This design comes from an exercise in tuning for a short achievable clock period on the open sky130 flow, not from production work. No functional check of the RTL was part of this run. The clock cells of this run come from the design's own scripts or RTL, not from TritonCTS. The clock input has no modelled driver; a real chip could not lean on it and would need a root buffer or a full tree. Power is estimated from default activity; no workload was simulated.

==> design/flow/design.v <==
module alu(OPA, OPB, CIN, INP_VALID, CLK, RST, CMD, CE, MODE, COUT, OFLOW, RES, G, E, L, ERR);
    input [7:0] OPA, OPB;
    input CLK, RST, CE, MODE, CIN;
    input [1:0] INP_VALID;
    input [3:0] CMD;
    output reg [15:0] RES;
    output reg COUT, OFLOW, G, E, L, ERR;
    wire vab = INP_VALID[0] & INP_VALID[1];
    wire va = INP_VALID[0];
    wire vb = INP_VALID[1];
    wire am = CE & MODE;
    wire lm = CE & ~MODE;
    wire d_add = am & vab & (CMD == 4'd0);
    wire d_sub = am & vab & (CMD == 4'd1);
    wire d_addc = am & vab & (CMD == 4'd2);
    wire d_subc = am & vab & (CMD == 4'd3);
    wire d_inca = am & va & (CMD == 4'd4);
    wire d_deca = am & va & (CMD == 4'd5);
    wire d_incb = am & vb & (CMD == 4'd6);
    wire d_decb = am & vb & (CMD == 4'd7);
    wire d_cmp = am & vab & (CMD == 4'd8);
    wire d_sadd = am & vab & (CMD == 4'd11);
    wire d_ssub = am & vab & (CMD == 4'd12);
    wire d_and = lm & vab & (CMD == 4'd0);
    wire d_nand = lm & vab & (CMD == 4'd1);
    wire d_or = lm & vab & (CMD == 4'd2);
    wire d_nor = lm & vab & (CMD == 4'd3);
    wire d_xor = lm & vab & (CMD == 4'd4);
    wire d_xnor = lm & vab & (CMD == 4'd5);
    wire d_nota = lm & va & (CMD == 4'd6);
    wire d_notb = lm & vb & (CMD == 4'd7);
    wire d_shra = lm & va & (CMD == 4'd8);
    wire d_shla = lm & va & (CMD == 4'd9);
    wire d_shrb = lm & vb & (CMD == 4'd10);
    wire d_shlb = lm & vb & (CMD == 4'd11);
    wire d_rol = lm & vab & (CMD == 4'd12);
    wire d_ror = lm & vab & (CMD == 4'd13);
    wire mul_en = am & vab & (CMD[3:2] == 2'b10) & (CMD[1] ^ CMD[0]);
    wire [9:0] y = {2'b00, OPB};
    wire [9:0] xa = {2'b00, OPA};
    wire b0i_y0 = 1'b1, b0i_y1 = y[0], b0i_y2 = y[1];
    wire one0i = b0i_y1 ^ b0i_y0;
    wire e0i = b0i_y2 ^ b0i_y1;
    wire [8:0] row0i_d = {9{b0i_y2}} ^ (one0i ? xa[8:0] : ({9{e0i}} & {xa[7:0], 1'b1}));
    wire b0s_y0 = 1'b0, b0s_y1 = y[0], b0s_y2 = y[1];
    wire one0s = b0s_y1 ^ b0s_y0;
    wire e0s = b0s_y2 ^ b0s_y1;
    wire [8:0] row0s_d = {9{b0s_y2}} ^ (one0s ? xa[8:0] : ({9{e0s}} & {xa[7:0], 1'b0}));
    wire cor0i_d = ~y[1] | y[0];
    wire cor0s_d = y[1];
    wire b1_y0 = y[1], b1_y1 = y[2], b1_y2 = y[3];
    wire one1 = b1_y1 ^ b1_y0;               
    wire e1 = b1_y2 ^ b1_y1;                 
    wire [8:1] row1_d = {8{b1_y2}} ^ (one1 ? xa[8:1] : ({8{e1}} & xa[7:0]));
    wire row1i0_d = b1_y2 ^ (one1 ? xa[0] : e1);
    wire row1s0_d = b1_y2 ^ (one1 & xa[0]);
    wire cor1i_d = (~b1_y2 & (b1_y1 | b1_y0)) | (b1_y2 & b1_y1 & b1_y0);
    wire cor1s_d = b1_y2;
    wire b2_y0 = y[3], b2_y1 = y[4], b2_y2 = y[5];
    wire one2 = b2_y1 ^ b2_y0;               
    wire e2 = b2_y2 ^ b2_y1;                 
    wire [8:1] row2_d = {8{b2_y2}} ^ (one2 ? xa[8:1] : ({8{e2}} & xa[7:0]));
    wire row2i0_d = b2_y2 ^ (one2 ? xa[0] : e2);
    wire row2s0_d = b2_y2 ^ (one2 & xa[0]);
    wire cor2i_d = (~b2_y2 & (b2_y1 | b2_y0)) | (b2_y2 & b2_y1 & b2_y0);
    wire cor2s_d = b2_y2;
    wire b3_y0 = y[5], b3_y1 = y[6], b3_y2 = y[7];
    wire one3 = b3_y1 ^ b3_y0;               
    wire e3 = b3_y2 ^ b3_y1;                 
    wire [8:1] row3_d = {8{b3_y2}} ^ (one3 ? xa[8:1] : ({8{e3}} & xa[7:0]));
    wire row3i0_d = b3_y2 ^ (one3 ? xa[0] : e3);
    wire row3s0_d = b3_y2 ^ (one3 & xa[0]);
    wire cor3i_d = (~b3_y2 & (b3_y1 | b3_y0)) | (b3_y2 & b3_y1 & b3_y0);
    wire cor3s_d = b3_y2;
    wire b4_y0 = y[7], b4_y1 = y[8], b4_y2 = y[9];
    wire one4 = b4_y1 ^ b4_y0;               
    wire e4 = b4_y2 ^ b4_y1;                 
    wire [7:1] row4_d = {7{b4_y2}} ^ (one4 ? xa[7:1] : ({7{e4}} & xa[6:0]));
    wire row4i0_d = b4_y2 ^ (one4 ? xa[0] : e4);
    wire row4s0_d = b4_y2 ^ (one4 & xa[0]);
    wire cor4i_d = (~b4_y2 & (b4_y1 | b4_y0)) | (b4_y2 & b4_y1 & b4_y0);
    wire cor4s_d = b4_y2;
    wire [15:0] rol_d = {OPA, OPA} << OPB[1:0];    
    wire [15:0] ror_d = {OPA, OPA} >> OPB[1:0];
    wire cu_d = CIN & ~CMD[3] & CMD[1] & ~CMD[0];       
    wire cv_d = ~(CIN & ~CMD[3] & CMD[1] & CMD[0]);    
    reg [8:0] row0i_q, row0s_q;
    reg cor0i_q, cor0s_q;
    reg [8:1] row1_q;
    reg row1i0_q, row1s0_q, cor1i_q, cor1s_q;
    reg [8:1] row2_q;
    reg row2i0_q, row2s0_q, cor2i_q, cor2s_q;
    reg [8:1] row3_q;
    reg row3i0_q, row3s0_q, cor3i_q, cor3s_q;
    reg [7:1] row4_q;
    reg row4i0_q, row4s0_q, cor4i_q, cor4s_q;
    reg [3:0] nsgn_q;        
    reg m_inc_q, m_sft_q;
    reg [7:0] a_q, b_q;
    reg [7:0] rol_q, ror_q;    
    reg err1_q;                
    reg [7:0] ug_q, up_q, vg_q, vp_q;
    reg ug0c_q, vg0c_q;
    reg cu_q, cv_q, bmax_cin_q, za_q, zb_q;
    reg q_add;
    reg q_sub;
    reg q_addc;
    reg q_subc;
    reg q_inca;
    reg q_deca;
    reg q_incb;
    reg q_decb;
    reg q_cmp;
    reg q_sadd;
    reg q_ssub;
    reg q_and;
    reg q_nand;
    reg q_or;
    reg q_nor;
    reg q_xor;
    reg q_xnor;
    reg q_nota;
    reg q_notb;
    reg q_shra;
    reg q_shla;
    reg q_shrb;
    reg q_shlb;
    reg q_rol;
    reg q_ror;
    always @(posedge CLK) begin
        row0i_q <= row0i_d; row0s_q <= row0s_d;
        cor0i_q <= cor0i_d; cor0s_q <= cor0s_d;
        row1_q <= row1_d;
        row1i0_q <= row1i0_d; row1s0_q <= row1s0_d;
        cor1i_q <= cor1i_d; cor1s_q <= cor1s_d;
        row2_q <= row2_d;
        row2i0_q <= row2i0_d; row2s0_q <= row2s0_d;
        cor2i_q <= cor2i_d; cor2s_q <= cor2s_d;
        row3_q <= row3_d;
        row3i0_q <= row3i0_d; row3s0_q <= row3s0_d;
        cor3i_q <= cor3i_d; cor3s_q <= cor3s_d;
        row4_q <= row4_d;
        row4i0_q <= row4i0_d; row4s0_q <= row4s0_d;
        cor4i_q <= cor4i_d; cor4s_q <= cor4s_d;
        nsgn_q <= ~{OPB[7], OPB[5], OPB[3], OPB[1]};
        m_inc_q <= mul_en & CMD[0];
        m_sft_q <= mul_en & ~CMD[0];
        a_q <= OPA;
        rol_q <= rol_d[15:8];
        ror_q <= ror_d[7:0];
        err1_q <= (d_rol | d_ror) & (|OPB[7:3]);
        ug_q <= OPA & OPB;
        up_q <= OPA ^ OPB;
        vg_q <= OPA & ~OPB;
        vp_q <= ~(OPA ^ OPB);
        ug0c_q <= (OPA[0] & OPB[0]) | ((OPA[0] ^ OPB[0]) & cu_d);
        vg0c_q <= (OPA[0] & ~OPB[0]) | (~(OPA[0] ^ OPB[0]) & cv_d);
        b_q <= OPB;
        cu_q <= cu_d;
        cv_q <= cv_d;
        bmax_cin_q <= CIN & (&OPB);
        za_q <= (OPA == 8'd0);
        zb_q <= (OPB == 8'd0);
        q_add <= d_add;
        q_sub <= d_sub;
        q_addc <= d_addc;
        q_subc <= d_subc;
        q_inca <= d_inca;
        q_deca <= d_deca;
        q_incb <= d_incb;
        q_decb <= d_decb;
        q_cmp <= d_cmp;
        q_sadd <= d_sadd;
        q_ssub <= d_ssub;
        q_and <= d_and;
        q_nand <= d_nand;
        q_or <= d_or;
        q_nor <= d_nor;
        q_xor <= d_xor;
        q_xnor <= d_xnor;
        q_nota <= d_nota;
        q_notb <= d_notb;
        q_shra <= d_shra;
        q_shla <= d_shla;
        q_shrb <= d_shrb;
        q_shlb <= d_shlb;
        q_rol <= d_rol;
        q_ror <= d_ror;
    end
    wire u_G0_1 = ug_q[1] | (up_q[1] & ug0c_q);
    wire u_G0_2 = ug_q[2] | (up_q[2] & ug_q[1]);
    wire u_P0_2 = up_q[2] & up_q[1];
    wire u_G0_3 = ug_q[3] | (up_q[3] & ug_q[2]);
    wire u_P0_3 = up_q[3] & up_q[2];
    wire u_G0_4 = ug_q[4] | (up_q[4] & ug_q[3]);
    wire u_P0_4 = up_q[4] & up_q[3];
    wire u_G0_5 = ug_q[5] | (up_q[5] & ug_q[4]);
    wire u_P0_5 = up_q[5] & up_q[4];
    wire u_G0_6 = ug_q[6] | (up_q[6] & ug_q[5]);
    wire u_P0_6 = up_q[6] & up_q[5];
    wire u_G0_7 = ug_q[7] | (up_q[7] & ug_q[6]);
    wire u_P0_7 = up_q[7] & up_q[6];
    wire u_G1_2 = u_G0_2 | (u_P0_2 & ug0c_q);
    wire u_G1_3 = u_G0_3 | (u_P0_3 & u_G0_1);
    wire u_G1_4 = u_G0_4 | (u_P0_4 & u_G0_2);
    wire u_P1_4 = u_P0_4 & u_P0_2;
    wire u_G1_5 = u_G0_5 | (u_P0_5 & u_G0_3);
    wire u_P1_5 = u_P0_5 & u_P0_3;
    wire u_G1_6 = u_G0_6 | (u_P0_6 & u_G0_4);
    wire u_P1_6 = u_P0_6 & u_P0_4;
    wire u_G1_7 = u_G0_7 | (u_P0_7 & u_G0_5);
    wire u_P1_7 = u_P0_7 & u_P0_5;
    wire u_G2_4 = u_G1_4 | (u_P1_4 & ug0c_q);
    wire u_G2_5 = u_G1_5 | (u_P1_5 & u_G0_1);
    wire u_G2_6 = u_G1_6 | (u_P1_6 & u_G1_2);
    wire u_G2_7 = u_G1_7 | (u_P1_7 & u_G1_3);
    wire v_G0_1 = vg_q[1] | (vp_q[1] & vg0c_q);
    wire v_G0_2 = vg_q[2] | (vp_q[2] & vg_q[1]);
    wire v_P0_2 = vp_q[2] & vp_q[1];
    wire v_G0_3 = vg_q[3] | (vp_q[3] & vg_q[2]);
    wire v_P0_3 = vp_q[3] & vp_q[2];
    wire v_G0_4 = vg_q[4] | (vp_q[4] & vg_q[3]);
    wire v_P0_4 = vp_q[4] & vp_q[3];
    wire v_G0_5 = vg_q[5] | (vp_q[5] & vg_q[4]);
    wire v_P0_5 = vp_q[5] & vp_q[4];
    wire v_G0_6 = vg_q[6] | (vp_q[6] & vg_q[5]);
    wire v_P0_6 = vp_q[6] & vp_q[5];
    wire v_G0_7 = vg_q[7] | (vp_q[7] & vg_q[6]);
    wire v_P0_7 = vp_q[7] & vp_q[6];
    wire v_G1_2 = v_G0_2 | (v_P0_2 & vg0c_q);
    wire v_G1_3 = v_G0_3 | (v_P0_3 & v_G0_1);
    wire v_G1_4 = v_G0_4 | (v_P0_4 & v_G0_2);
    wire v_P1_4 = v_P0_4 & v_P0_2;
    wire v_G1_5 = v_G0_5 | (v_P0_5 & v_G0_3);
    wire v_P1_5 = v_P0_5 & v_P0_3;
    wire v_G1_6 = v_G0_6 | (v_P0_6 & v_G0_4);
    wire v_P1_6 = v_P0_6 & v_P0_4;
    wire v_G1_7 = v_G0_7 | (v_P0_7 & v_G0_5);
    wire v_P1_7 = v_P0_7 & v_P0_5;
    wire v_G2_4 = v_G1_4 | (v_P1_4 & vg0c_q);
    wire v_G2_5 = v_G1_5 | (v_P1_5 & v_G0_1);
    wire v_G2_6 = v_G1_6 | (v_P1_6 & v_G1_2);
    wire v_G2_7 = v_G1_7 | (v_P1_7 & v_G1_3);
    wire [7:0] su = {(up_q[7] ^ u_G2_6), (up_q[6] ^ u_G2_5), (up_q[5] ^ u_G2_4), (up_q[4] ^ u_G1_3), (up_q[3] ^ u_G1_2), (up_q[2] ^ u_G0_1), (up_q[1] ^ ug0c_q), (up_q[0] ^ cu_q)};
    wire cu8 = u_G2_7;
    wire [7:0] sv = {(vp_q[7] ^ v_G2_6), (vp_q[6] ^ v_G2_5), (vp_q[5] ^ v_G2_4), (vp_q[4] ^ v_G1_3), (vp_q[3] ^ v_G1_2), (vp_q[2] ^ v_G0_1), (vp_q[1] ^ vg0c_q), (vp_q[0] ^ cv_q)};
    wire cv8 = v_G2_7;
    wire [7:0] ia = a_q + 8'd1;
    wire [7:0] da = a_q - 8'd1;
    wire [7:0] ib = b_q + 8'd1;
    wire [7:0] db = b_q - 8'd1;
    wire s8a = up_q[7] ^ cu8;      
    wire s8s = vp_q[7] ^ cv8;      
    wire eq = &vp_q;
    wire zsa = ~(|su) & ~s8a;
    wire zss = ~(|sv) & ~s8s;
    wire berr = |b_q[7:3];
    wire [7:0] rol8 = b_q[2] ? {rol_q[3:0], rol_q[7:4]} : rol_q;
    wire [7:0] ror8 = b_q[2] ? {ror_q[3:0], ror_q[7:4]} : ror_q;
    wire [7:0] lo8 =
          ({8{q_add | q_addc | q_sadd}} & su)
        | ({8{q_sub | q_subc | q_ssub}} & sv)
        | ({8{q_inca}} & ia) | ({8{q_deca}} & da) | ({8{q_incb}} & ib) | ({8{q_decb}} & db)
        | ({8{q_and}} & (a_q & b_q)) | ({8{q_nand}} & ~(a_q & b_q))
        | ({8{q_or}} & (a_q | b_q)) | ({8{q_nor}} & ~(a_q | b_q))
        | ({8{q_xor}} & (a_q ^ b_q)) | ({8{q_xnor}} & ~(a_q ^ b_q))
        | ({8{q_nota}} & ~a_q) | ({8{q_notb}} & ~b_q)
        | ({8{q_shra}} & {1'b0, a_q[7:1]}) | ({8{q_shla}} & {a_q[6:0], 1'b0})
        | ({8{q_shrb}} & {1'b0, b_q[7:1]}) | ({8{q_shlb}} & {b_q[6:0], 1'b0})
        | ({8{q_rol & ~berr}} & rol8) | ({8{q_ror & ~berr}} & ror8);
    wire hi = (q_sadd & s8a) | (q_ssub & s8s);
    wire [15:0] other = {{8{hi}}, lo8};
    wire cout_d = ((q_add | q_addc) & cu8) | (q_sadd & s8a) | (q_ssub & s8s);
    wire oflow_d = (q_sub & ~cv8) | (q_subc & ~cv8 & ~bmax_cin_q)
        | (q_deca & za_q) | (q_decb & zb_q)
        | (q_sadd & ~up_q[7] & (su[7] ^ ug_q[7]))      
        | (q_ssub & ~vp_q[7] & (sv[7] ^ vg_q[7]));     
    wire g_d = (q_cmp & cv8 & ~eq) | (q_sadd & ~s8a & ~zsa) | (q_ssub & ~s8s & ~zss);
    wire e_d = (q_cmp & eq) | (q_sadd & zsa) | (q_ssub & zss);
    wire l_d = (q_cmp & ~cv8) | (q_sadd & s8a) | (q_ssub & s8s);
    wire err_d = err1_q;
    wire t0s = row0i_q[2] ^ row1i0_q ^ cor1i_q;
    wire t0c = (row0i_q[2] & row1i0_q) | (row0i_q[2] & cor1i_q) | (row1i0_q & cor1i_q);
    wire t1s = row0i_q[3] ^ row1_q[1] ^ t0c;
    wire t1c = (row0i_q[3] & row1_q[1]) | (row0i_q[3] & t0c) | (row1_q[1] & t0c);
    wire t2s = row0i_q[4] ^ row1_q[2] ^ row2i0_q;
    wire t2c = (row0i_q[4] & row1_q[2]) | (row0i_q[4] & row2i0_q) | (row1_q[2] & row2i0_q);
    wire t3s = cor2i_q ^ t2s ^ t1c;
    wire t3c = (cor2i_q & t2s) | (cor2i_q & t1c) | (t2s & t1c);
    wire t4s = row0i_q[5] ^ row1_q[3] ^ row2_q[1];
    wire t4c = (row0i_q[5] & row1_q[3]) | (row0i_q[5] & row2_q[1]) | (row1_q[3] & row2_q[1]);
    wire t5s = t2c ^ t4s ^ t3c;
    wire t5c = (t2c & t4s) | (t2c & t3c) | (t4s & t3c);
    wire t6s = row0i_q[6] ^ row1_q[4] ^ row2_q[2];
    wire t6c = (row0i_q[6] & row1_q[4]) | (row0i_q[6] & row2_q[2]) | (row1_q[4] & row2_q[2]);
    wire t7s = row3i0_q ^ cor3i_q ^ t4c;
    wire t7c = (row3i0_q & cor3i_q) | (row3i0_q & t4c) | (cor3i_q & t4c);
    wire t8s = t6s ^ t7s ^ t5c;
    wire t8c = (t6s & t7s) | (t6s & t5c) | (t7s & t5c);
    wire t9s = row0i_q[7] ^ row1_q[5] ^ row2_q[3];
    wire t9c = (row0i_q[7] & row1_q[5]) | (row0i_q[7] & row2_q[3]) | (row1_q[5] & row2_q[3]);
    wire t10s = row3_q[1] ^ t6c ^ t9s;
    wire t10c = (row3_q[1] & t6c) | (row3_q[1] & t9s) | (t6c & t9s);
    wire t11s = t7c ^ t10s ^ t8c;
    wire t11c = (t7c & t10s) | (t7c & t8c) | (t10s & t8c);
    wire t12s = row0i_q[8] ^ row1_q[6] ^ row2_q[4];
    wire t12c = (row0i_q[8] & row1_q[6]) | (row0i_q[8] & row2_q[4]) | (row1_q[6] & row2_q[4]);
    wire t13s = row3_q[2] ^ row4i0_q ^ cor4i_q;
    wire t13c = (row3_q[2] & row4i0_q) | (row3_q[2] & cor4i_q) | (row4i0_q & cor4i_q);
    wire t14s = t9c ^ t12s ^ t13s;
    wire t14c = (t9c & t12s) | (t9c & t13s) | (t12s & t13s);
    wire t15s = t10c ^ t14s ^ t11c;
    wire t15c = (t10c & t14s) | (t10c & t11c) | (t14s & t11c);
    wire t16s = row1_q[7] ^ row2_q[5] ^ row3_q[3];
    wire t16c = (row1_q[7] & row2_q[5]) | (row1_q[7] & row3_q[3]) | (row2_q[5] & row3_q[3]);
    wire t17s = row4_q[1] ^ ~nsgn_q[0] ^ t12c;
    wire t17c = (row4_q[1] & ~nsgn_q[0]) | (row4_q[1] & t12c) | (~nsgn_q[0] & t12c);
    wire t18s = t13c ^ t16s ^ t17s;
    wire t18c = (t13c & t16s) | (t13c & t17s) | (t16s & t17s);
    wire t19s = t14c ^ t18s ^ t15c;
    wire t19c = (t14c & t18s) | (t14c & t15c) | (t18s & t15c);
    wire t20s = row1_q[8] ^ row2_q[6] ^ row3_q[4];
    wire t20c = (row1_q[8] & row2_q[6]) | (row1_q[8] & row3_q[4]) | (row2_q[6] & row3_q[4]);
    wire t21s = row4_q[2] ^ ~nsgn_q[0] ^ t16c;
    wire t21c = (row4_q[2] & ~nsgn_q[0]) | (row4_q[2] & t16c) | (~nsgn_q[0] & t16c);
    wire t22s = t20s ^ t17c ^ t21s;
    wire t22c = (t20s & t17c) | (t20s & t21s) | (t17c & t21s);
    wire t23s = t18c ^ t22s ^ t19c;
    wire t23c = (t18c & t22s) | (t18c & t19c) | (t22s & t19c);
    wire t24s = row2_q[7] ^ row3_q[5] ^ row4_q[3];
    wire t24c = (row2_q[7] & row3_q[5]) | (row2_q[7] & row4_q[3]) | (row3_q[5] & row4_q[3]);
    wire t25s = nsgn_q[1] ^ nsgn_q[0] ^ t20c;
    wire t25c = (nsgn_q[1] & nsgn_q[0]) | (nsgn_q[1] & t20c) | (nsgn_q[0] & t20c);
    wire t26s = t24s ^ t21c ^ t25s;
    wire t26c = (t24s & t21c) | (t24s & t25s) | (t21c & t25s);
    wire t27s = t22c ^ t26s ^ t23c;
    wire t27c = (t22c & t26s) | (t22c & t23c) | (t26s & t23c);
    wire t28s = row2_q[8] ^ row3_q[6] ^ row4_q[4];
    wire t28c = (row2_q[8] & row3_q[6]) | (row2_q[8] & row4_q[4]) | (row3_q[6] & row4_q[4]);
    wire t29s = 1'b1 ^ t24c ^ t28s;
    wire t29c = (1'b1 & t24c) | (1'b1 & t28s) | (t24c & t28s);
    wire t30s = t25c ^ t29s ^ t26c;
    wire t30c = (t25c & t29s) | (t25c & t26c) | (t29s & t26c);
    wire t31s = row3_q[7] ^ row4_q[5] ^ nsgn_q[2];
    wire t31c = (row3_q[7] & row4_q[5]) | (row3_q[7] & nsgn_q[2]) | (row4_q[5] & nsgn_q[2]);
    wire t32s = t28c ^ t31s ^ t29c;
    wire t32c = (t28c & t31s) | (t28c & t29c) | (t31s & t29c);
    wire t33s = row3_q[8] ^ row4_q[6] ^ 1'b1;
    wire t33c = (row3_q[8] & row4_q[6]) | (row3_q[8] & 1'b1) | (row4_q[6] & 1'b1);
    wire t34s = t31c ^ t33s ^ t32c;
    wire t34c = (t31c & t33s) | (t31c & t32c) | (t33s & t32c);
    wire t35s = row4_q[7] ^ nsgn_q[3] ^ t33c;
    wire t35c = (row4_q[7] & nsgn_q[3]) | (row4_q[7] & t33c) | (nsgn_q[3] & t33c);
    wire t36s = row0s_q[2] ^ row1s0_q ^ cor1s_q;
    wire t36c = (row0s_q[2] & row1s0_q) | (row0s_q[2] & cor1s_q) | (row1s0_q & cor1s_q);
    wire t37s = row0s_q[3] ^ row1_q[1] ^ t36c;
    wire t37c = (row0s_q[3] & row1_q[1]) | (row0s_q[3] & t36c) | (row1_q[1] & t36c);
    wire t38s = row0s_q[4] ^ row1_q[2] ^ row2s0_q;
    wire t38c = (row0s_q[4] & row1_q[2]) | (row0s_q[4] & row2s0_q) | (row1_q[2] & row2s0_q);
    wire t39s = cor2s_q ^ t38s ^ t37c;
    wire t39c = (cor2s_q & t38s) | (cor2s_q & t37c) | (t38s & t37c);
    wire t40s = row0s_q[5] ^ row1_q[3] ^ row2_q[1];
    wire t40c = (row0s_q[5] & row1_q[3]) | (row0s_q[5] & row2_q[1]) | (row1_q[3] & row2_q[1]);
    wire t41s = t38c ^ t40s ^ t39c;
    wire t41c = (t38c & t40s) | (t38c & t39c) | (t40s & t39c);
    wire t42s = row0s_q[6] ^ row1_q[4] ^ row2_q[2];
    wire t42c = (row0s_q[6] & row1_q[4]) | (row0s_q[6] & row2_q[2]) | (row1_q[4] & row2_q[2]);
    wire t43s = row3s0_q ^ cor3s_q ^ t40c;
    wire t43c = (row3s0_q & cor3s_q) | (row3s0_q & t40c) | (cor3s_q & t40c);
    wire t44s = t42s ^ t43s ^ t41c;
    wire t44c = (t42s & t43s) | (t42s & t41c) | (t43s & t41c);
    wire t45s = row0s_q[7] ^ row1_q[5] ^ row2_q[3];
    wire t45c = (row0s_q[7] & row1_q[5]) | (row0s_q[7] & row2_q[3]) | (row1_q[5] & row2_q[3]);
    wire t46s = row3_q[1] ^ t42c ^ t45s;
    wire t46c = (row3_q[1] & t42c) | (row3_q[1] & t45s) | (t42c & t45s);
    wire t47s = t43c ^ t46s ^ t44c;
    wire t47c = (t43c & t46s) | (t43c & t44c) | (t46s & t44c);
    wire t48s = row0s_q[8] ^ row1_q[6] ^ row2_q[4];
    wire t48c = (row0s_q[8] & row1_q[6]) | (row0s_q[8] & row2_q[4]) | (row1_q[6] & row2_q[4]);
    wire t49s = row3_q[2] ^ row4s0_q ^ cor4s_q;
    wire t49c = (row3_q[2] & row4s0_q) | (row3_q[2] & cor4s_q) | (row4s0_q & cor4s_q);
    wire t50s = t45c ^ t48s ^ t49s;
    wire t50c = (t45c & t48s) | (t45c & t49s) | (t48s & t49s);
    wire t51s = t46c ^ t50s ^ t47c;
    wire t51c = (t46c & t50s) | (t46c & t47c) | (t50s & t47c);
    wire t52s = row1_q[7] ^ row2_q[5] ^ row3_q[3];
    wire t52c = (row1_q[7] & row2_q[5]) | (row1_q[7] & row3_q[3]) | (row2_q[5] & row3_q[3]);
    wire t53s = row4_q[1] ^ ~nsgn_q[0] ^ t48c;
    wire t53c = (row4_q[1] & ~nsgn_q[0]) | (row4_q[1] & t48c) | (~nsgn_q[0] & t48c);
    wire t54s = t49c ^ t52s ^ t53s;
    wire t54c = (t49c & t52s) | (t49c & t53s) | (t52s & t53s);
    wire t55s = t50c ^ t54s ^ t51c;
    wire t55c = (t50c & t54s) | (t50c & t51c) | (t54s & t51c);
    wire t56s = row1_q[8] ^ row2_q[6] ^ row3_q[4];
    wire t56c = (row1_q[8] & row2_q[6]) | (row1_q[8] & row3_q[4]) | (row2_q[6] & row3_q[4]);
    wire t57s = row4_q[2] ^ ~nsgn_q[0] ^ t52c;
    wire t57c = (row4_q[2] & ~nsgn_q[0]) | (row4_q[2] & t52c) | (~nsgn_q[0] & t52c);
    wire t58s = t56s ^ t53c ^ t57s;
    wire t58c = (t56s & t53c) | (t56s & t57s) | (t53c & t57s);
    wire t59s = t54c ^ t58s ^ t55c;
    wire t59c = (t54c & t58s) | (t54c & t55c) | (t58s & t55c);
    wire t60s = row2_q[7] ^ row3_q[5] ^ row4_q[3];
    wire t60c = (row2_q[7] & row3_q[5]) | (row2_q[7] & row4_q[3]) | (row3_q[5] & row4_q[3]);
    wire t61s = nsgn_q[1] ^ nsgn_q[0] ^ t56c;
    wire t61c = (nsgn_q[1] & nsgn_q[0]) | (nsgn_q[1] & t56c) | (nsgn_q[0] & t56c);
    wire t62s = t60s ^ t57c ^ t61s;
    wire t62c = (t60s & t57c) | (t60s & t61s) | (t57c & t61s);
    wire t63s = t58c ^ t62s ^ t59c;
    wire t63c = (t58c & t62s) | (t58c & t59c) | (t62s & t59c);
    wire t64s = row2_q[8] ^ row3_q[6] ^ row4_q[4];
    wire t64c = (row2_q[8] & row3_q[6]) | (row2_q[8] & row4_q[4]) | (row3_q[6] & row4_q[4]);
    wire t65s = 1'b1 ^ t60c ^ t64s;
    wire t65c = (1'b1 & t60c) | (1'b1 & t64s) | (t60c & t64s);
    wire t66s = t61c ^ t65s ^ t62c;
    wire t66c = (t61c & t65s) | (t61c & t62c) | (t65s & t62c);
    wire t67s = row3_q[7] ^ row4_q[5] ^ nsgn_q[2];
    wire t67c = (row3_q[7] & row4_q[5]) | (row3_q[7] & nsgn_q[2]) | (row4_q[5] & nsgn_q[2]);
    wire t68s = t64c ^ t67s ^ t65c;
    wire t68c = (t64c & t67s) | (t64c & t65c) | (t67s & t65c);
    wire t69s = row3_q[8] ^ row4_q[6] ^ 1'b1;
    wire t69c = (row3_q[8] & row4_q[6]) | (row3_q[8] & 1'b1) | (row4_q[6] & 1'b1);
    wire t70s = t67c ^ t69s ^ t68c;
    wire t70c = (t67c & t69s) | (t67c & t68c) | (t69s & t68c);
    wire f_g0 = ((row0i_q[0] & m_inc_q) | (1'b0 & m_sft_q)) & ((cor0i_q & m_inc_q) | (1'b0 & m_sft_q));
    wire f_p0 = ((row0i_q[0] & m_inc_q) | (1'b0 & m_sft_q)) ^ ((cor0i_q & m_inc_q) | (1'b0 & m_sft_q));
    wire f_g1 = ((row0i_q[1] & m_inc_q) | (row0s_q[0] & m_sft_q)) & ((1'b0 & m_inc_q) | (cor0s_q & m_sft_q));
    wire f_p1 = ((row0i_q[1] & m_inc_q) | (row0s_q[0] & m_sft_q)) ^ ((1'b0 & m_inc_q) | (cor0s_q & m_sft_q));
    wire f_g2 = ((t0s & m_inc_q) | (row0s_q[1] & m_sft_q)) & ((1'b0 & m_inc_q) | (1'b0 & m_sft_q));
    wire f_p2 = ((t0s & m_inc_q) | (row0s_q[1] & m_sft_q)) ^ ((1'b0 & m_inc_q) | (1'b0 & m_sft_q));
    wire f_g3 = ((t1s & m_inc_q) | (t36s & m_sft_q)) & ((1'b0 & m_inc_q) | (1'b0 & m_sft_q));
    wire f_p3 = ((t1s & m_inc_q) | (t36s & m_sft_q)) ^ ((1'b0 & m_inc_q) | (1'b0 & m_sft_q));
    wire f_g4 = ((t3s & m_inc_q) | (t37s & m_sft_q)) & ((1'b0 & m_inc_q) | (1'b0 & m_sft_q));
    wire f_p4 = ((t3s & m_inc_q) | (t37s & m_sft_q)) ^ ((1'b0 & m_inc_q) | (1'b0 & m_sft_q));
    wire f_g5 = ((t5s & m_inc_q) | (t39s & m_sft_q)) & ((1'b0 & m_inc_q) | (1'b0 & m_sft_q));
    wire f_p5 = ((t5s & m_inc_q) | (t39s & m_sft_q)) ^ ((1'b0 & m_inc_q) | (1'b0 & m_sft_q));
    wire f_g6 = ((t8s & m_inc_q) | (t41s & m_sft_q)) & ((1'b0 & m_inc_q) | (1'b0 & m_sft_q));
    wire f_p6 = ((t8s & m_inc_q) | (t41s & m_sft_q)) ^ ((1'b0 & m_inc_q) | (1'b0 & m_sft_q));
    wire f_g7 = ((t11s & m_inc_q) | (t44s & m_sft_q)) & ((1'b0 & m_inc_q) | (1'b0 & m_sft_q));
    wire f_p7 = ((t11s & m_inc_q) | (t44s & m_sft_q)) ^ ((1'b0 & m_inc_q) | (1'b0 & m_sft_q));
    wire f_g8 = ((t15s & m_inc_q) | (t47s & m_sft_q)) & ((1'b0 & m_inc_q) | (1'b0 & m_sft_q));
    wire f_p8 = ((t15s & m_inc_q) | (t47s & m_sft_q)) ^ ((1'b0 & m_inc_q) | (1'b0 & m_sft_q));
    wire f_g9 = ((t19s & m_inc_q) | (t51s & m_sft_q)) & ((1'b0 & m_inc_q) | (1'b0 & m_sft_q));
    wire f_p9 = ((t19s & m_inc_q) | (t51s & m_sft_q)) ^ ((1'b0 & m_inc_q) | (1'b0 & m_sft_q));
    wire f_g10 = ((t23s & m_inc_q) | (t55s & m_sft_q)) & ((1'b0 & m_inc_q) | (1'b0 & m_sft_q));
    wire f_p10 = ((t23s & m_inc_q) | (t55s & m_sft_q)) ^ ((1'b0 & m_inc_q) | (1'b0 & m_sft_q));
    wire f_g11 = ((t27s & m_inc_q) | (t59s & m_sft_q)) & ((1'b0 & m_inc_q) | (1'b0 & m_sft_q));
    wire f_p11 = ((t27s & m_inc_q) | (t59s & m_sft_q)) ^ ((1'b0 & m_inc_q) | (1'b0 & m_sft_q));
    wire f_g12 = ((t27c & m_inc_q) | (t63s & m_sft_q)) & ((t30s & m_inc_q) | (1'b0 & m_sft_q));
    wire f_p12 = ((t27c & m_inc_q) | (t63s & m_sft_q)) ^ ((t30s & m_inc_q) | (1'b0 & m_sft_q));
    wire f_g13 = ((t30c & m_inc_q) | (t63c & m_sft_q)) & ((t32s & m_inc_q) | (t66s & m_sft_q));
    wire f_p13 = ((t30c & m_inc_q) | (t63c & m_sft_q)) ^ ((t32s & m_inc_q) | (t66s & m_sft_q));
    wire f_g14 = ((t34s & m_inc_q) | (t66c & m_sft_q)) & ((1'b0 & m_inc_q) | (t68s & m_sft_q));
    wire f_p14 = ((t34s & m_inc_q) | (t66c & m_sft_q)) ^ ((1'b0 & m_inc_q) | (t68s & m_sft_q));
    wire f_g15 = ((t34c & m_inc_q) | (t70s & m_sft_q)) & ((t35s & m_inc_q) | (1'b0 & m_sft_q));
    wire f_p15 = ((t34c & m_inc_q) | (t70s & m_sft_q)) ^ ((t35s & m_inc_q) | (1'b0 & m_sft_q));
    wire f_G0_1 = f_g1 | (f_p1 & f_g0);
    wire f_G0_2 = f_g2 | (f_p2 & f_g1);
    wire f_P0_2 = f_p2 & f_p1;
    wire f_G0_3 = f_g3 | (f_p3 & f_g2);
    wire f_P0_3 = f_p3 & f_p2;
    wire f_G0_4 = f_g4 | (f_p4 & f_g3);
    wire f_P0_4 = f_p4 & f_p3;
    wire f_G0_5 = f_g5 | (f_p5 & f_g4);
    wire f_P0_5 = f_p5 & f_p4;
    wire f_G0_6 = f_g6 | (f_p6 & f_g5);
    wire f_P0_6 = f_p6 & f_p5;
    wire f_G0_7 = f_g7 | (f_p7 & f_g6);
    wire f_P0_7 = f_p7 & f_p6;
    wire f_G0_8 = f_g8 | (f_p8 & f_g7);
    wire f_P0_8 = f_p8 & f_p7;
    wire f_G0_9 = f_g9 | (f_p9 & f_g8);
    wire f_P0_9 = f_p9 & f_p8;
    wire f_G0_10 = f_g10 | (f_p10 & f_g9);
    wire f_P0_10 = f_p10 & f_p9;
    wire f_G0_11 = f_g11 | (f_p11 & f_g10);
    wire f_P0_11 = f_p11 & f_p10;
    wire f_G0_12 = f_g12 | (f_p12 & f_g11);
    wire f_P0_12 = f_p12 & f_p11;
    wire f_G0_13 = f_g13 | (f_p13 & f_g12);
    wire f_P0_13 = f_p13 & f_p12;
    wire f_G0_14 = f_g14 | (f_p14 & f_g13);
    wire f_P0_14 = f_p14 & f_p13;
    wire f_G0_15 = f_g15 | (f_p15 & f_g14);
    wire f_P0_15 = f_p15 & f_p14;
    wire f_G1_2 = f_G0_2 | (f_P0_2 & f_g0);
    wire f_G1_3 = f_G0_3 | (f_P0_3 & f_G0_1);
    wire f_G1_4 = f_G0_4 | (f_P0_4 & f_G0_2);
    wire f_P1_4 = f_P0_4 & f_P0_2;
    wire f_G1_5 = f_G0_5 | (f_P0_5 & f_G0_3);
    wire f_P1_5 = f_P0_5 & f_P0_3;
    wire f_G1_6 = f_G0_6 | (f_P0_6 & f_G0_4);
    wire f_P1_6 = f_P0_6 & f_P0_4;
    wire f_G1_7 = f_G0_7 | (f_P0_7 & f_G0_5);
    wire f_P1_7 = f_P0_7 & f_P0_5;
    wire f_G1_8 = f_G0_8 | (f_P0_8 & f_G0_6);
    wire f_P1_8 = f_P0_8 & f_P0_6;
    wire f_G1_9 = f_G0_9 | (f_P0_9 & f_G0_7);
    wire f_P1_9 = f_P0_9 & f_P0_7;
    wire f_G1_10 = f_G0_10 | (f_P0_10 & f_G0_8);
    wire f_P1_10 = f_P0_10 & f_P0_8;
    wire f_G1_11 = f_G0_11 | (f_P0_11 & f_G0_9);
    wire f_P1_11 = f_P0_11 & f_P0_9;
    wire f_G1_12 = f_G0_12 | (f_P0_12 & f_G0_10);
    wire f_P1_12 = f_P0_12 & f_P0_10;
    wire f_G1_13 = f_G0_13 | (f_P0_13 & f_G0_11);
    wire f_P1_13 = f_P0_13 & f_P0_11;
    wire f_G1_14 = f_G0_14 | (f_P0_14 & f_G0_12);
    wire f_P1_14 = f_P0_14 & f_P0_12;
    wire f_G1_15 = f_G0_15 | (f_P0_15 & f_G0_13);
    wire f_P1_15 = f_P0_15 & f_P0_13;
    wire f_G2_4 = f_G1_4 | (f_P1_4 & f_g0);
    wire f_G2_5 = f_G1_5 | (f_P1_5 & f_G0_1);
    wire f_G2_6 = f_G1_6 | (f_P1_6 & f_G1_2);
    wire f_G2_7 = f_G1_7 | (f_P1_7 & f_G1_3);
    wire f_G2_8 = f_G1_8 | (f_P1_8 & f_G1_4);
    wire f_P2_8 = f_P1_8 & f_P1_4;
    wire f_G2_9 = f_G1_9 | (f_P1_9 & f_G1_5);
    wire f_P2_9 = f_P1_9 & f_P1_5;
    wire f_G2_10 = f_G1_10 | (f_P1_10 & f_G1_6);
    wire f_P2_10 = f_P1_10 & f_P1_6;
    wire f_G2_11 = f_G1_11 | (f_P1_11 & f_G1_7);
    wire f_P2_11 = f_P1_11 & f_P1_7;
    wire f_G2_12 = f_G1_12 | (f_P1_12 & f_G1_8);
    wire f_P2_12 = f_P1_12 & f_P1_8;
    wire f_G2_13 = f_G1_13 | (f_P1_13 & f_G1_9);
    wire f_P2_13 = f_P1_13 & f_P1_9;
    wire f_G2_14 = f_G1_14 | (f_P1_14 & f_G1_10);
    wire f_P2_14 = f_P1_14 & f_P1_10;
    wire f_G2_15 = f_G1_15 | (f_P1_15 & f_G1_11);
    wire f_P2_15 = f_P1_15 & f_P1_11;
    wire f_G3_8 = f_G2_8 | (f_P2_8 & f_g0);
    wire f_G3_9 = f_G2_9 | (f_P2_9 & f_G0_1);
    wire f_G3_10 = f_G2_10 | (f_P2_10 & f_G1_2);
    wire f_G3_11 = f_G2_11 | (f_P2_11 & f_G1_3);
    wire f_G3_12 = f_G2_12 | (f_P2_12 & f_G2_4);
    wire f_G3_13 = f_G2_13 | (f_P2_13 & f_G2_5);
    wire f_G3_14 = f_G2_14 | (f_P2_14 & f_G2_6);
    wire f_G3_15 = f_G2_15 | (f_P2_15 & f_G2_7);
    wire [15:0] res_d = {((f_p15 | other[15]) ^ f_G3_14), ((f_p14 | other[14]) ^ f_G3_13), ((f_p13 | other[13]) ^ f_G3_12), ((f_p12 | other[12]) ^ f_G3_11), ((f_p11 | other[11]) ^ f_G3_10), ((f_p10 | other[10]) ^ f_G3_9), ((f_p9 | other[9]) ^ f_G3_8), ((f_p8 | other[8]) ^ f_G2_7), ((f_p7 | other[7]) ^ f_G2_6), ((f_p6 | other[6]) ^ f_G2_5), ((f_p5 | other[5]) ^ f_G2_4), ((f_p4 | other[4]) ^ f_G1_3), ((f_p3 | other[3]) ^ f_G1_2), ((f_p2 | other[2]) ^ f_G0_1), ((f_p1 | other[1]) ^ f_g0), ((f_p0 | other[0]) ^ 1'b0)};
    always @(posedge CLK or posedge RST) begin
        if (RST) begin
            RES <= 16'd0;
            COUT <= 1'b0; OFLOW <= 1'b0; G <= 1'b0; E <= 1'b0; L <= 1'b0; ERR <= 1'b0;
        end
        else begin
            RES <= res_d;
            COUT <= cout_d; OFLOW <= oflow_d; G <= g_d; E <= e_d; L <= l_d; ERR <= err_d;
        end
    end
endmodule
==> design/flow/flow/run.sh <==
#!/bin/bash
# Standard ORFS flow (the standard.sh) with:
#  - the standard flow's synthesis script wrapped so that ABC uses flow/abc_speed.script, and no
#    full-adder cell extraction;
#  - input port buffers resized and a hand-built clock tree of buf_16/buf_12 buffers
#    (flow/pre_cts.tcl, flow/manual_cts.tcl) in place of TritonCTS;
#  - after CTS, drive-0 and low-power cells sized up and one more timing repair
#    (flow/post_cts.tcl);
#  - repair_timing aiming well below the 8 ns constraint.
W=$(pwd)
export MY_FLOW_DIR=$W/flow
export MY_ABC_SCRIPT=$W/flow/abc_speed.script
export FLOW_SYNTH_TCL=$W/synth_recipe.tcl
export MCTS_NROOT=4
export MCTS_NLEAF=2
export MCTS_ROOT_CELL=sky130_fd_sc_hd__buf_16
export MCTS_LEAF_CELL=sky130_fd_sc_hd__buf_12
bash standard.sh SYNTH_SCRIPT=$W/flow/my_synth.tcl ADDER_MAP_FILE= ABC_CLOCK_PERIOD_IN_PS=1000 \
  PRE_CTS_TCL=$W/flow/pre_cts.tcl POST_CTS_TCL=$W/flow/post_cts.tcl SETUP_SLACK_MARGIN=5.65 finish > flow_make.log 2>&1
==> design/flow/flow/abc_speed.script <==
strash
&get -n
&st
&if -g -K 6
&syn2
&if -g -K 6
&put
dch
map {D}
buffer
upsize {D}
dnsize {D}
stime -p
==> design/flow/flow/manual_cts.tcl <==
proc mcts_split {items key} {
  set s [lsort -real -index $key $items]
  set h [expr {[llength $s] / 2}]
  return [list [lrange $s 0 [expr {$h - 1}]] [lrange $s $h end]]
}
proc mcts_groups {items n} {
  set groups [list $items]
  set key 1
  while {[llength $groups] < $n} {
    set ng {}
    foreach g $groups { lappend ng {*}[mcts_split $g $key] }
    set groups $ng
    set key [expr {$key == 1 ? 2 : 1}]
  }
  return $groups
}
proc mcts_center {g} {
  set sx 0; set sy 0
  foreach e $g { set sx [expr {$sx + [lindex $e 1]}]; set sy [expr {$sy + [lindex $e 2]}] }
  return [list [expr {int($sx / [llength $g])}] [expr {int($sy / [llength $g])}]]
}
proc mcts_buffer {block master name innet g} {
  lassign [mcts_center $g] cx cy
  set inst [odb::dbInst_create $block $master $name]
  set net [odb::dbNet_create $block "${name}_net"]
  $net setSigType CLOCK
  [$inst findITerm A] connect $innet
  [$inst findITerm X] connect $net
  foreach e $g { set it [lindex $e 0]; $it disconnect; $it connect $net }
  $inst setLocation $cx $cy
  $inst setPlacementStatus PLACED
  return [list [$inst findITerm A] $cx $cy]
}
proc manual_cts {args} {
  set nroot [expr {[info exists ::env(MCTS_NROOT)] ? $::env(MCTS_NROOT) : 4}]
  set nleaf [expr {[info exists ::env(MCTS_NLEAF)] ? $::env(MCTS_NLEAF) : 1}]
  set block [ord::get_db_block]
  set rcell [expr {[info exists ::env(MCTS_ROOT_CELL)] ? $::env(MCTS_ROOT_CELL) : "sky130_fd_sc_hd__clkbuf_16"}]
  set lcell [expr {[info exists ::env(MCTS_LEAF_CELL)] ? $::env(MCTS_LEAF_CELL) : "sky130_fd_sc_hd__clkbuf_16"}]
  set master [[ord::get_db] findMaster $rcell]
  set lmaster [[ord::get_db] findMaster $lcell]
  set clknet [[$block findBTerm CLK] getNet]
  set items {}
  foreach it [$clknet getITerms] {
    set b [[$it getInst] getBBox]
    lappend items [list $it [expr {([$b xMin] + [$b xMax]) / 2}] [expr {([$b yMin] + [$b yMax]) / 2}]]
  }
  puts "manual_cts: [llength $items] sinks, $nroot root buffers, $nleaf leaf buffers each"
  set r 0
  foreach g [mcts_groups $items $nroot] {
    if {$nleaf > 1} {
      # leaf buffers first, on the clock port's net; then the root buffer takes them over
      set leaves {}
      set l 0
      foreach lg [mcts_groups $g $nleaf] {
        lappend leaves [mcts_buffer $block $lmaster "clkbuf_m_${r}_$l" $clknet $lg]
        puts "manual_cts: leaf $r.$l drives [llength $lg] sinks"
        incr l
      }
      mcts_buffer $block $master "clkbuf_m_$r" $clknet $leaves
    } else {
      mcts_buffer $block $master "clkbuf_m_$r" $clknet $g
      puts "manual_cts: root $r drives [llength $g] sinks"
    }
    incr r
  }
}
==> design/flow/flow/my_synth.tcl <==
# The standard flow's synthesis script (synth_recipe.tcl), with Yosys's abc pass given our own ABC
# script: SOP balancing before a delay-driven standard-cell map.
proc abc {args} {
  set i [lsearch -exact $args -script]
  if {$i >= 0} { lset args [expr {$i + 1}] $::env(MY_ABC_SCRIPT) }
  yosys abc {*}$args
}
source $::env(FLOW_SYNTH_TCL)
==> design/flow/flow/post_cts.tcl <==
# End of ORFS's CTS step: size up the weakest logic cells (drive 0, low-power inverters)
# left by repair_timing, run one more round of timing repair, and legalize again.
foreach inst [get_cells *] {
  set m [get_property $inst ref_name]
  if {[regexp {^sky130_fd_sc_hd__([a-z0-9]+)_0$} $m -> base]} {
    catch { replace_cell $inst sky130_fd_sc_hd__${base}_1 }
  } elseif {[regexp {^sky130_fd_sc_hd__clkinvlp_([0-9]+)$} $m -> n]} {
    catch { replace_cell $inst sky130_fd_sc_hd__inv_$n }
  }
}
estimate_parasitics -placement
repair_timing_helper
detailed_placement
check_placement -verbose
==> design/flow/flow/pre_cts.tcl <==
# Start of ORFS's CTS step.
# 1. Input port buffers: a buf_8 on every input port (the standard flow's rule: every port keeps a
#    buffer); the ports fan out widely and the placement-time buffers are small.
foreach inst [get_cells input*] {
  set m [get_property $inst ref_name]
  if {[string match "sky130_fd_sc_hd__*buf*" $m]} {
    replace_cell $inst sky130_fd_sc_hd__buf_8
  }
}
# 2. Replace TritonCTS by the clock tree of manual_cts.tcl; the rest of the step
#    (legalization, timing repair) runs unchanged.
source $::env(MY_FLOW_DIR)/manual_cts.tcl
rename clock_tree_synthesis tritoncts_clock_tree_synthesis
proc clock_tree_synthesis {args} { manual_cts }
==> design/flow/standard.sh <==
#!/bin/bash
# synth_recipe.tcl (not shown) runs the flow's synth.tcl, then flattens the netlist and writes it again
# the make line also repeats each setting of config.mk as NAME=value (left out here)
make -C /OpenROAD-flow-scripts/flow DESIGN_CONFIG=/design/flow/config.mk WORK_HOME=/design/flow/orfs CLKGATE_MAP_FILE= SYNTH_SCRIPT=/design/flow/synth_recipe.tcl "${@:-finish}"
==> design/flow/config.mk <==
export PLATFORM = sky130hd
export DESIGN_NAME = alu
export DESIGN_NICKNAME = alu
export VERILOG_FILES = /design/flow/design.v
export SDC_FILE = /design/flow/constraint.sdc
export NUM_CORES = 4
export LEC_CHECK = 0
export CAP_MARGIN = 20
export CORE_MARGIN = 2
export CORE_UTILIZATION = 40
export SLEW_MARGIN = 20
==> design/flow/constraint.sdc <==
create_clock -name core_clock -period 8.0 [get_ports {CLK}]
set_input_delay 1.6000 -clock core_clock [delete_from_list [all_inputs] [get_ports {CLK}]]
set_output_delay 1.6000 -clock core_clock [all_outputs]
set_load 0.01 [all_outputs]
==> impl_metrics.env <==
export IMPL_status="complete, no violations"
export IMPL_drt_initial_drc_count=1422
export IMPL_grt_max_degree=33
export IMPL_worstPathArrival_ns=2.90
export IMPL_start_util_pct=40.4
export IMPL_grt_pass1_wl_um=78800
export IMPL_grt_pass1_vias=14200
export IMPL_startpoint="row2_q[1]"
export IMPL_crit_fanout=7
export IMPL_required_ns=8.14
export IMPL_cap_violations=0
export IMPL_final_cells=2396
export IMPL_detail_route_vias_per_cell=6.04
export IMPL_crit_path_end_kind="flip-flop"
export IMPL_synth_flop_cell="dfxtp_1"
export IMPL_syn_num_nets=1796
export IMPL_post_dp_hpwl_um=33000
export IMPL_die_height_um=177
export IMPL_track_usage_pct=32.1
export IMPL_whs_path_depth=0
export IMPL_holdPathEnd="ERR"
export IMPL_coreArea_sq_um=29600
export IMPL_fin_setup_tns_ns=0
export IMPL_ff2ff_path_depth=14
export IMPL_routed_wl_um=51300
export IMPL_ys_types=80
export IMPL_vias=14500
export IMPL_regToRegStartpoint="row2_q[1]"
export IMPL_power_leakage_nw=7.49
export IMPL_hold_start="err1_q"
export IMPL_whs_ns=0.403
export IMPL_vdd_drop_max_mv=0.107
export IMPL_drcViolationCount=0
export IMPL_skew_ns=0.0176
export IMPL_post_place_ws_ns=4.25
export IMPL_overflow=0
export IMPL_yosysSeqAreaShare_pct=31.7
export IMPL_synth_avg_cell_area_sq_um=6.75
export IMPL_period_needed_ns=2.77
export IMPL_synthCells=1769
export IMPL_ys_ff_latch=184
export IMPL_placed_cells=2171
export IMPL_io_pins=49
export IMPL_startpoint_type="flip-flop"
export IMPL_worstSkewPairLatency_ns=0.25
export IMPL_finalSetupViolations=0
export IMPL_gp_congestion=0.940
export IMPL_r2r_slack_ns=5.23
export IMPL_dieArea_sq_um=31300
export IMPL_hp_class="flip-flop to flip-flop"
export IMPL_period_share_pct=34.6
export IMPL_max_slew_margin_pct=61.0
export IMPL_synth_area_sq_um=11900
export IMPL_setup_slack_ns=5.23
export IMPL_postSynth_asyncResetShare_pct=12.0
export IMPL_core_rowCount=63
export IMPL_finalHoldViolCount=0
export IMPL_power_total_mw=2.90
export IMPL_postRouteAntennaNets=0
export IMPL_drt_pass1_iterations=5
export IMPL_worstReg2RegEnd="RES[13]"
export IMPL_wl_per_cell_um=21.4
export IMPL_clk_pin_slew_ns=0.11
export IMPL_fmax_ghz=0.362
export IMPL_powerDensity_nw_per_um2=164
export IMPL_antenna_cells=0
export IMPL_die_x_um=177
export IMPL_nNetsFinal=2035
export IMPL_drive_gt1_share_pct=38.1
export IMPL_antenna_found_initial=0
export IMPL_tightestPinTransition_ns=0.581
export IMPL_critical_path_class="flip-flop to flip-flop"
export IMPL_synth_edf_count=0
export IMPL_yosysWarnings=1
export IMPL_maxSlewViolCount=0
export IMPL_rsz0062_at_grt="yes"
export IMPL_area_growth_pct=48.1
export IMPL_io_buffers=48
cells in the final DEF (no fill, tap or decap), types with 24 or more instances in the layout:
| cell type | instances |
|---|---|
| dfxtp_1 | 124 |
| nor2_2 | 35 |
| nand2_1 | 283 |
| buf_4 | 128 |
| dfxtp_4 | 24 |
| nand3_2 | 40 |
| nand4_1 | 67 |
| nor2_4 | 58 |
| nand2_2 | 42 |
| buf_12 | 36 |
| nor2_1 | 139 |
| inv_2 | 26 |
| inv_1 | 129 |
| o21ai_2 | 25 |
| nand3_1 | 127 |
| a21oi_1 | 82 |
| buf_6 | 54 |
| o21ai_1 | 77 |
| xor2_1 | 24 |
synthesized netlist by cell type (10+ instances only):
| master | instances | area share [%] |
|---|---|---|
| a21oi_1 | 108 | 4.5 |
| a22oi_1 | 21 | 1.3 |
| nor3_1 | 33 | 1.4 |
| o2bb2ai_1 | 13 | 0.95 |
| o21ai_0 | 97 | 4.1 |
| a31oi_1 | 21 | 1.1 |
| nand3_2 | 13 | 1.1 |
| nor2_1 | 228 | 7.2 |
| nand3b_1 | 10 | 0.63 |
| o21ai_1 | 10 | 0.42 |
| nand2_1 | 326 | 10 |
| xnor2_1 | 10 | 0.73 |
| nand4_1 | 67 | 3.5 |
| o221ai_1 | 23 | 1.7 |
| xor2_1 | 25 | 1.8 |
| dfxtp_1 | 162 | 27 |
| clkbuf_1 | 34 | 1.1 |
| o211ai_1 | 10 | 0.63 |
| inv_1 | 178 | 5.6 |
| nand3_1 | 160 | 6.7 |
| nand2_2 | 11 | 0.58 |
| o22ai_1 | 27 | 1.4 |
| dfrtp_1 | 22 | 4.6 |
worst max path at each step:
stage	cells past startpoint	endpoint	slack (ns)
2_1_floorplan	6	row3_q[2]	5.63
3_3_place_gp	4	row3_q[3]	4.30
3_5_place_dp	8	row3_q[7]	4.25
5_1_grt	14	RES[13]	5.14
6_report	14	RES[13]	5.23
flip-flops by register name, indices dropped and copies added (netlist names), 4 cells and up:
name	flops
row0s_q	9
row3_q	8
row4_q	7
row1_q	8
row0i_q	9
ug_q	7
a_q	8
b_q	7
nsgn_q	4
ror_q	8
vp_q	8
row2_q	8
up_q	8
vg_q	7
RES	16
rol_q	8
kinds of logic (layout without fill, tap and decap cells):
kind of cell	Yosys count	after routing	synth area share, %
DFF	184	184	31.7
buffers and inverters	230	465	7.56
AOI/OAI and AO/OA	426	426	23.9
muxes	1	1	0.0838
and+or+nand+nor	893	895	34.1
xor gates and xnor gates	35	35	2.57
critical path, stage by stage (launching register included):
cell and delay, ns:
dfxtp_4 0.40, o21ai_4 0.20, nand4_1 0.19, nand4_1 0.25, o21a_1 0.21, o21ai_2 0.11
a21boi_2 0.28, o21bai_1 0.13, nand3_1 0.10, nand4_1 0.25, buf_4 0.25, nand2_2 0.06
o211ai_1 0.08, nand3_1 0.08, nor2_1 0.04
per-layer routing:
metal | routed length [um] | GRT usage (%) | up-vias
li1 | - | - | 6692
met1 | 20500 | 40.2 | 6899
met2 | 24100 | 54.6 | 683
met3 | 3480 | 3.35 | 190
met4 | 3260 | 16.4 | 0
met5 | 0 | 0 | -
power breakdown:
group          internal [mW]  switching [mW]
logic                  0.496           0.771
clock network          0.270           0.298
registers              0.979          0.0818
cell type report:
type,instances,area [sq um]
Buffer,12,270
Timing Repair Buffer,262,2860
Sequential cell,184,3900
Timing Repair inverter,5,33.8
Multi-Input combinational cell,1357,9310
Inverter,186,841
Fill cell,2499,11900
Tap cell,390,488
through the flow:
step | instance area (sq um) | util (%)
3_5_place_dp | 12900 | 43.5
2_1_floorplan | 12200 | -
3_3_place_gp | 12900 | 43.5
6_report | 17700 | 59.9
5_1_grt | 17700 | 59.9

[what the ideal ports hide]
No port has a modelled driver above. Below, the same layout with a new extraction and two added sets of constraints.
Step 1 assumes that a clkbuf_16 drives the clock port and a buf_2 every other input.
Step 2 moves the port delays by t, midway between the first and last clock arrival at a register: inputs arrive t later, outputs are due t later. That takes back most of the time a late clock gives input paths.
Slacks: ideal ports / drivers / drivers and shift; pairs: ideal ports / drivers.
t, ns: 0.377
setup slack, ns: 5.235 / 5.235 / 5.235
worst setup path at the end: register to register
worst slew at a driven data input, ns: 0.13
After both steps this run still meets setup and hold. For this run, drivers alone change the setup slack by 0.000 ns; drivers and shift together by 0.000 ns.
